This is an optimization exercise on Yosys and OpenROAD, whose aim is small area, not a production implementation. Only simulation tests tie the RTL to the original design; equivalence was not proved. Power is estimated from default activity; no workload was simulated.

Setup of job 104:
==> module debouncer, before the edit <==
module debouncer (clk, rst_n, noisy, clean);
input rst_n, clk, noisy;
output clean;
reg lvl;
reg [12:0] cnt;
wire low0 = ~|cnt[10:0];
wire settled = low0 & ~cnt[11];
wire fresh = settled & cnt[12];
wire last = low0 & cnt[11] & ~cnt[12];
wire fb = cnt[12] ^ cnt[10] ^ cnt[3] ^ (cnt[8] & cnt[0]);
assign clean = lvl ^ fresh;
always @ (posedge clk or negedge rst_n)
begin
	if (rst_n == 1'b0)
	begin
		lvl <= 1'b0;
		cnt <= 13'd0;
	end
	else
	begin
		cnt <= {cnt[11:0], settled ? (noisy ^ lvl) : fb};
		if (last)
			lvl <= ~lvl;
	end
end
endmodule
clock: 10.0 ns
lec_check: 0
cap_margin: 20
core_margin: 2
core_utilization: 65
slew_margin: 20
standard.sh (not shown) runs the stock make flow with config.mk's settings and CLKGATE_MAP_FILE= SYNTH_SCRIPT=/design/flow/synth_recipe.tcl, a recipe that flattens the netlist after the stock synthesis.
==> flow/flow/run.sh <==
#!/bin/bash
# Own layout flow: the standard ORFS flow (standard.sh), with these
# changes: synthesis leaves adders to ABC (no half/full-adder cells) and maps
# the logic with an area-oriented ABC script (flow/abc_area.script, in a copy
# of ORFS's scripts folder); clock tree synthesis uses the options in
# flow/cts_args.txt (larger clusters, no dummy loads); the ports get the
# buffer cell named in flow/buffer_ports_args.txt.
set -euo pipefail
W=$PWD
rm -rf "$W/scr"
cp -r "$FLOW_HOME/scripts" "$W/scr"
cp "$W/flow/abc_area.script" "$W/scr/abc_area.script"
CTS="$(cat "$W/flow/cts_args.txt")"
EXTRA=()
if [[ -f "$W/flow/buffer_ports_args.txt" ]]; then EXTRA+=("BUFFER_PORTS_ARGS=$(cat "$W/flow/buffer_ports_args.txt")"); fi
bash "$W/standard.sh" SCRIPTS_DIR="$W/scr" ABC_AREA=1 ADDER_MAP_FILE= "CTS_ARGS=$CTS" "${EXTRA[@]}" finish > "$W/orfs_make.log" 2>&1
==> flow/flow/abc_area.script <==
strash
&get -n
&deepsyn -T 30
&dch
&nf -R 1000
&put
topo
==> flow/flow/buffer_ports_args.txt <==
-buffer_cell sky130_fd_sc_hd__buf_1
==> flow/flow/cts_args.txt <==
-sink_clustering_enable -repair_clock_nets -dont_use_dummy_load -buf_list sky130_fd_sc_hd__clkbuf_8 -sink_clustering_size 20 -sink_clustering_max_diameter 50
Edits applied to the flow inputs when going from job 104 to job 101:
--- a/flow/design.v
+++ b/flow/design.v
@@ -768,27 +768,25 @@
 endmodule
 module debouncer (clk, rst_n, noisy, clean);
 input rst_n, clk, noisy;
 output clean;
-reg lvl;
+reg clean;
 reg [12:0] cnt;
-wire low0 = ~|cnt[10:0];
-wire settled = low0 & ~cnt[11];
+wire settled = ~|cnt[11:0];
 wire fresh = settled & cnt[12];
-wire last = low0 & cnt[11] & ~cnt[12];
-wire fb = cnt[12] ^ cnt[10] ^ cnt[3] ^ (cnt[8] & cnt[0]);
-assign clean = lvl ^ fresh;
+wire m = cnt[9] ? cnt[2] : cnt[5];
+wire in = cnt[12] ^ (settled ? (noisy ^ clean) : ~m);
 always @ (posedge clk or negedge rst_n)
 begin
 	if (rst_n == 1'b0)
 	begin
-		lvl <= 1'b0;
+		clean <= 1'b0;
 		cnt <= 13'd0;
 	end
 	else
 	begin
-		cnt <= {cnt[11:0], settled ? (noisy ^ lvl) : fb};
-		if (last)
-			lvl <= ~lvl;
+		cnt <= {cnt[11:0], in};
+		if (fresh)
+			clean <= ~clean;
 	end
 end
 endmodule
### Flow results
Relative to job 104, the overall power measured on job 101 has increased by more than a quarter. The worst setup slack in job 101 sits 680 ps below the value recorded for job 104. Job 101 finished every stage and its layout cleared the timing, DRC and antenna checks. Re total iterations of the first detailed-routing run: job 104 was higher than job 101. Of the two values seen for destination of the critical timing path, info.u1.mLCD_DATA[4] was produced by job 101 and info.u1.mLCD_DATA[6] by job 104. Job 101 vs job 104 — number of ordinary and repair buffers in the finished layout climbed by a little under 10%. Between job 101 and job 104, the difference in layout overhead on the synthesized area is negligible. Combinational share of power delta for job 101 relative to job 104: 1.7 points higher. Lower total instance count after detailed placement goes to job 101 over job 104. Against job 104 as the reference, job 101 delivers a lower final standard cell area without fillers. Final routed wirelength across all metal layers shrinks by a few percent when moving from job 104 to job 101.

port drivers added, routing unchanged:
The results above use ideal ports. As a check the final layouts listed here were re-extracted and re-timed, cells and wires unchanged. Step 1, drivers: a clkbuf_16 drives clk and a buf_2 each remaining input, both assumed. Step 2 also shifts input and output timing later by t, the mid clock arrival at the registers, as if the neighbouring blocks saw the same clock. a / b / c = ideal / step 1 / step 2; a / b = the first two.
run	t, ns	setup slack, ns	latest minus earliest clock arrival (ns)
job 104	0.494	4.721 / 4.721 / 4.721	0.039 / 0.039
job 101	0.473	4.038 / 4.038 / 4.038	0.041 / 0.042
After both steps every run listed still meets setup and hold.
